What follows belongs to an exercise in optimizing a design on an open flow for small area, a short achievable clock period and few clock cycles per item; a production flow would make more cautious choices.
RTL that was checked went through simulation tests only; none was proved equivalent to the original.
Power is estimated from default activity; no workload was simulated.

==> flow/design.v <==
module alu(
        input clk,
        input rst,
        input [2:0] operation,
        input [15:0] srcA_i,
        input [15:0] srcB_i,
        input [15:0] sortNum0_i,
        input [15:0] sortNum1_i,
        input [15:0] sortNum2_i,
        input [15:0] sortNum3_i,
        input [15:0] sortNum4_i,
        input [15:0] sortNum5_i,
        input [15:0] sortNum6_i,
        input [15:0] sortNum7_i,
        input [15:0] sortNum8_i,
        output [15:0] data_o,
        output [15:0] sortNum0_o,
        output [15:0] sortNum1_o,
        output [15:0] sortNum2_o,
        output [15:0] sortNum3_o,
        output [15:0] sortNum4_o,
        output [15:0] sortNum5_o,
        output [15:0] sortNum6_o,
        output [15:0] sortNum7_o,
        output [15:0] sortNum8_o,
        output reg        done
);
localparam [2:0] OP_ADD  = 3'd0;
localparam [2:0] OP_SUB  = 3'd1;
localparam [2:0] OP_MUL  = 3'd2;
localparam [2:0] OP_DIV  = 3'd3;
localparam [2:0] OP_SORT = 3'd4;
wire [15:0] a = srcA_i;
wire [15:0] b = srcB_i;
reg  [3:0]  cnt;
reg  [15:0] H, L, D;
reg  [16:0] D3;
reg         prev;       
reg  [8:0]  cmp;        
reg  [15:0] R;          
reg         fmax, fmin;
reg  [15:0] S [0:8];
assign data_o = {(R[15] & ~fmax) | fmin, (R[14:0] | {15{fmax}}) & ~{15{fmin}}};
assign sortNum0_o = S[0];
assign sortNum1_o = S[1];
assign sortNum2_o = S[2];
assign sortNum3_o = S[3];
assign sortNum4_o = S[4];
assign sortNum5_o = S[5];
assign sortNum6_o = S[6];
assign sortNum7_o = S[7];
assign sortNum8_o = S[8];
wire first = (cnt == 4'd0);
function gt24;
        input [23:0] x;
        input [23:0] y;
        reg   [23:0] g, p;
        reg   [11:0] g1, p1;
        reg   [5:0]  g2, p2;
        reg   [2:0]  g3, p3;
        integer i;
        begin
                g = x & ~y;
                p = x | ~y;
                for (i = 0; i < 12; i = i + 1) begin
                        g1[i] = g[2*i+1] | (p[2*i+1] & g[2*i]);
                        p1[i] = p[2*i+1] & p[2*i];
                end
                for (i = 0; i < 6; i = i + 1) begin
                        g2[i] = g1[2*i+1] | (p1[2*i+1] & g1[2*i]);
                        p2[i] = p1[2*i+1] & p1[2*i];
                end
                for (i = 0; i < 3; i = i + 1) begin
                        g3[i] = g2[2*i+1] | (p2[2*i+1] & g2[2*i]);
                        p3[i] = p2[2*i+1] & p2[2*i];
                end
                gt24 = g3[2] | (p3[2] & (g3[1] | (p3[1] & g3[0])));
        end
endfunction
function [15:0] lor16;
        input [15:0] x;
        integer i;
        begin
                lor16[0] = 1'b0;
                for (i = 1; i < 16; i = i + 1)
                        lor16[i] = lor16[i-1] | x[i-1];
        end
endfunction
wire        is_sub = operation[0];
wire [15:0] as_r   = a + (b ^ {16{is_sub}}) + {15'd0, is_sub};
wire        as_ov  = ~a[15] & (b[15] ^ ~is_sub) & as_r[15];
wire        as_un  =  a[15] & (b[15] ^  is_sub) & ~as_r[15];
wire [15:0] na   = a ^ lor16(a);              
wire [15:0] m1_h = {16{b[0]}} & {na[15], na[15:1]};
reg         e1p, e1n, e2p, e2n;                        
wire [2:0]  bq  = first ? b[2:0] : L[3:1];             
wire [15:0] y1  = (D & {16{e1p | e1n}}) ^ {16{e1n}};
wire [15:0] y2  = (D & {16{e2p | e2n}}) ^ {16{e2n}};
wire        c1  = e1n;
wire        mt0 = (H[0] & y1[0]) | (H[0] & c1) | (y1[0] & c1);   
wire        mo1 = H[0] ^ y1[0] ^ c1;                   
wire [15:0] ua  = {1'b0, H[15:1]};
wire [15:0] ub  = {1'b0, y1[15:1]};
wire        uc  = {ua[13:0], mt0} > {~ub[13:0], 1'b0};   
wire        mf  = (ua[14] | ub[14] | uc) & ~(ua[14] & ub[14] & uc);   
wire [15:0] cs_s = ua ^ ub ^ y2;
wire [15:0] cs_c = (ua & ub) | (ua & y2) | (ub & y2);
wire [16:0] s2t  = {cs_s, 1'b1} + {cs_c[14:0], mt0, e2n};
wire [15:0] s2r  = s2t[16:1];
wire [15:0] s2   = {s2r[15] ^ mf, s2r[14:0]};
wire        rnd  = (L[10] & ^L[9:1]) | (L[11] & L[10] & ~^L[9:1]);
wire [4:0]  ql   = L[15:11] + {4'd0, rnd};
wire        c5   = rnd & (&L[15:11]);
wire [10:0] fa_  = H[10:0];
wire [10:0] fb_  = y1[10:0];
wire [10:0] fc_  = {9'd0, c1 & c5, c1 ^ c5};
wire [10:0] qh   = (fa_ ^ fb_ ^ fc_) + {((fa_ & fb_) | (fa_ & fc_) | (fb_ & fc_)), 1'b0};
wire [15:0] mq   = {qh, ql};
wire        sgn  = a[15] ^ b[15];
wire [15:0] am  = a ^ ({16{a[15]}} & lor16(a));      
wire [15:0] bm  = b ^ ({16{b[15]}} & lor16(b));      
wire [15:0] nb  = b ^ {16{b[15]}};
wire [16:0] t3a = {1'b0, nb};
wire [16:0] t3b = {nb, 1'b0};
wire [16:0] t3c = {15'd0, b[15], b[15]};
wire [16:0] bm3 = (t3a ^ t3b ^ t3c) + {((t3a & t3b) | (t3a & t3c) | (t3b & t3c)), 1'b0};
wire        bz    = (b == 16'd0);
wire        b1    = (b == 16'd1) | (b == 16'hffff);
wire        dv_g1 = am[15] & bz;
wire [1:0]  dv_t1 = {am[15], am[14]};
wire        dv_g2 = ((dv_t1 != 2'd0) & bz) | (dv_t1[1] & b1);
wire [1:0]  dv_t2 = (dv_g2 & b1) ? dv_t1 - 2'd1 : dv_t1;
wire [16:0] X    = {H, L[15]};
wire        h_gt = H[14:0] > D[14:0];
wire        h_eq = (H[14:0] == D[14:0]);
wire        d_g1 = (H[15] & ~D[15]) | (~(H[15] ^ D[15]) & h_gt);           
wire        d_ms = H[15] & ~D[15] & (h_gt | h_eq);                         
wire        d_ca = X[15:0] > D;
wire        x_gt = X[15:0] > D3[15:0];
wire        d_c3 = (X[16] & ~D3[16]) | (~(X[16] ^ D3[16]) & x_gt);         
wire        d_ch = X[16] & ~D3[16] & x_gt;                                 
wire        d_g2 = d_g1 ? (d_ms ? d_ch : d_c3) : d_ca;
wire [14:0] r0   = X[14:0];
wire [14:0] r1   = X[14:0] - D[14:0];
wire [14:0] r2   = X[14:0] - {D[13:0], 1'b0};
wire [14:0] r3   = X[14:0] - D3[14:0];
wire        ds0  = ~d_g1 & ~d_g2, ds1 = ~d_g1 & d_g2, ds2 = d_g1 & ~d_g2, ds3 = d_g1 & d_g2;
wire [14:0] rr   = ({15{ds0}} & r0) | ({15{ds1}} & r1) | ({15{ds2}} & r2) | ({15{ds3}} & r3);
wire [15:0] dq  = {L[13:0], d_g1, d_g2};
wire [15:0] orl = lor16({2'b00, L[13:0]});
wire        glo = d_g1 | d_g2;
wire [15:0] d_res = sgn ? {L[13:0] ^ (orl[13:0] | {14{glo}}), d_g1 ^ d_g2, d_g2} : dq;
wire [15:0] xin [0:8];
assign xin[0] = sortNum0_i;
assign xin[1] = sortNum1_i;
assign xin[2] = sortNum2_i;
assign xin[3] = sortNum3_i;
assign xin[4] = sortNum4_i;
assign xin[5] = sortNum5_i;
assign xin[6] = sortNum6_i;
assign xin[7] = sortNum7_i;
assign xin[8] = sortNum8_i;
reg  [15:0] sel;
integer u;
always @* begin
        sel = 16'd0;
        for (u = 0; u < 9; u = u + 1)
                sel = sel | (xin[u] & {16{cnt == u || (u == 8 && cnt > 8)}});
end
reg [8:0] cmp_n;
integer j;
always @* begin
        for (j = 0; j < 9; j = j + 1)
                cmp_n[j] = {sel, 1'b1} > {xin[j], ~(j < cnt)};
end
reg [3:0] rank;
integer k;
always @* begin
        rank = 4'd0;
        for (k = 0; k < 9; k = k + 1)
                rank = rank + {3'd0, cmp[k]};
end
wire last = (operation == OP_MUL)  ? (cnt == 4'd8)  :
            (operation == OP_DIV)  ? (cnt == 4'd12) :
            (operation == OP_SORT) ? (cnt == 4'd9)  : 1'b1;
always @(posedge clk or posedge rst) begin
        if (rst) begin
                cnt  <= 4'd0;
                done <= 1'b0;
        end else begin
                cnt  <= last ? 4'd0 : cnt + 4'd1;
                done <= last;
        end
end
always @(posedge clk) begin
        cmp <= cmp_n;
        D3  <= bm3;
        e1p <= ~bq[1] & bq[0];
        e1n <= bq[1] & ~bq[0];
        e2p <= ~bq[2] & bq[1];
        e2n <= bq[2] & ~bq[1];
        case (operation)
        OP_MUL: begin
                if (first) begin
                        H    <= m1_h;
                        L    <= {a[0] & b[0], b[15:1]};
                        prev <= b[0];
                end else begin
                        H    <= {s2[15], s2[15:1]};
                        L    <= {s2[0], mo1, L[15:2]};
                        prev <= L[1];
                end
                D    <= a;
                R    <= mq;
                fmax <= ~sgn & mq[15];
                fmin <= sgn & ~mq[15];
        end
        OP_DIV: begin
                if (first) begin
                        H <= {13'd0, dv_t2, am[13]};
                        L <= {am[12:0], 1'b0, dv_g1, dv_g2};
                end else begin
                        H <= {rr, L[14]};
                        L <= {L[13:0], d_g1, d_g2};
                end
                prev <= L[1];
                D    <= bm;
                R    <= d_res;
                fmax <= 1'b0;
                fmin <= 1'b0;
        end
        OP_SORT: begin
                H    <= {s2[15], s2[15:1]};
                L    <= {s2[0], mo1, L[15:2]};
                prev <= L[1];
                D    <= sel;
                R    <= as_r;
                fmax <= as_ov;
                fmin <= as_un;
        end
        default: begin
                H    <= {s2[15], s2[15:1]};
                L    <= {s2[0], mo1, L[15:2]};
                prev <= L[1];
                D    <= a;
                R    <= as_r;
                fmax <= as_ov;
                fmin <= as_un;
        end
        endcase
end
integer p;
always @(posedge clk)
        if (operation == OP_SORT && !first)
                for (p = 0; p < 9; p = p + 1)
                        if (rank == p) S[p] <= D;
endmodule
export LEC_CHECK = 0
export CAP_MARGIN = 20
export CELL_PAD_IN_SITES_DETAIL_PLACEMENT = 1
export CELL_PAD_IN_SITES_GLOBAL_PLACEMENT = 2
export CORE_MARGIN = 2
export CORE_UTILIZATION = 25
export PLACE_DENSITY = 0.5
export SETUP_SLACK_MARGIN = 1.0
export SLEW_MARGIN = 20
create_clock -name core_clock -period 5.0 [get_ports {clk}]
standard.sh (not shown) runs the stock make flow with config.mk's settings and CLKGATE_MAP_FILE= SYNTH_SCRIPT=/design/flow/synth_recipe.tcl, a recipe that flattens the netlist after the stock synthesis.
==> flow/flow/run.sh <==
#!/bin/bash
# The standard layout, except that the port buffers are buf_1 cells
# (buffer_ports would otherwise pick its lowest-drive buffer, a delay cell).
export BUFFER_PORTS_ARGS="-buffer_cell sky130_fd_sc_hd__buf_1"
bash standard.sh > standard.log 2>&1
Testbench counts at the start, summed over its fixed seeds: cycles 10,811, items 1,600.
==> next run, changes <==
--- a/flow/design.v
+++ b/flow/design.v
@@ -77,15 +77,18 @@
                 gt24 = g3[2] | (p3[2] & (g3[1] | (p3[1] & g3[0])));
         end
 endfunction
 function [15:0] lor16;
         input [15:0] x;
-        integer i;
+        reg   [15:0] o;
+        integer i, l;
         begin
-                lor16[0] = 1'b0;
-                for (i = 1; i < 16; i = i + 1)
-                        lor16[i] = lor16[i-1] | x[i-1];
+                o = x;
+                for (l = 1; l < 16; l = l * 2)
+                        for (i = 15; i >= l; i = i - 1)
+                                o[i] = o[i] | o[i-l];
+                lor16 = {o[14:0], 1'b0};
         end
 endfunction
 wire        is_sub = operation[0];
 wire [15:0] as_r   = a + (b ^ {16{is_sub}}) + {15'd0, is_sub};
 wire        as_ov  = ~a[15] & (b[15] ^ ~is_sub) & as_r[15];
@@ -171,16 +174,25 @@
 integer j;
 always @* begin
         for (j = 0; j < 9; j = j + 1)
                 cmp_n[j] = {sel, 1'b1} > {xin[j], ~(j < cnt)};
 end
-reg [3:0] rank;
-integer k;
+reg [3:0] ga, gb, gc;       
+reg [8:0] slot;
+integer k, i1, i2;
 always @* begin
-        rank = 4'd0;
-        for (k = 0; k < 9; k = k + 1)
-                rank = rank + {3'd0, cmp[k]};
+        for (k = 0; k < 4; k = k + 1) begin
+                ga[k] = (cmp[0] + cmp[1] + cmp[2] == k);
+                gb[k] = (cmp[3] + cmp[4] + cmp[5] == k);
+                gc[k] = (cmp[6] + cmp[7] + cmp[8] == k);
+        end
+        slot = 9'd0;
+        for (i1 = 0; i1 < 4; i1 = i1 + 1)
+                for (i2 = 0; i2 < 4; i2 = i2 + 1)
+                        for (k = 0; k < 4; k = k + 1)
+                                if (i1 + i2 + k < 9)
+                                        slot[i1 + i2 + k] = slot[i1 + i2 + k] | (ga[i1] & gb[i2] & gc[k]);
 end
 wire last = (operation == OP_MUL)  ? (cnt == 4'd8)  :
             (operation == OP_DIV)  ? (cnt == 4'd12) :
             (operation == OP_SORT) ? (cnt == 4'd9)  : 1'b1;
 always @(posedge clk or posedge rst) begin
@@ -251,7 +263,7 @@
 end
 integer p;
 always @(posedge clk)
         if (operation == OP_SORT && !first)
                 for (p = 0; p < 9; p = p + 1)
-                        if (rank == p) S[p] <= D;
+                        if (slot[p]) S[p] <= D;
 endmodule
Setup slack is better by 0.043 ns.
Flip-flop and latch count does not change.
Design area fell slightly.
Via count rose by a few percent.
Routed wire length rose by a few percent.
Critical path depth fell by 7.
Power rose slightly.
Maximum frequency rose slightly.
Function not checked in the second run of this note: the RTL went through the layout flow alone.

## afterwards: timing with drivers on the ports
Ports are ideal in the flow. The routed layouts listed here were re-timed in OpenROAD. Step 1 sets driving cells, clkbuf_16 on the clock port and buf_2 on the other inputs (assumed; they add their load-dependent delay and slew). Step 2, shift: input delay + t, output delay - t, t = (earliest + latest rising clock arrival at the registers) / 2. This alone moves slack from input paths to output paths. Three values: no drivers, after step 1, after step 2; two values: the first two.
run	t (ns)	setup WS [ns]	worst hold slack (ns)	worst data-port slew with drivers (ns)
the first run	0.607	1.063 / 1.075 / 0.468	0.295 / 0.250 / 0.576	0.06
the second run	0.620	1.106 / 1.106 / 0.548	0.352 / 0.335 / 0.595	0.06
After both steps every run listed still meets setup and hold. The setup slack of the first run, which loses most, moves by +0.012 ns with the drivers and by -0.595 ns with both steps.
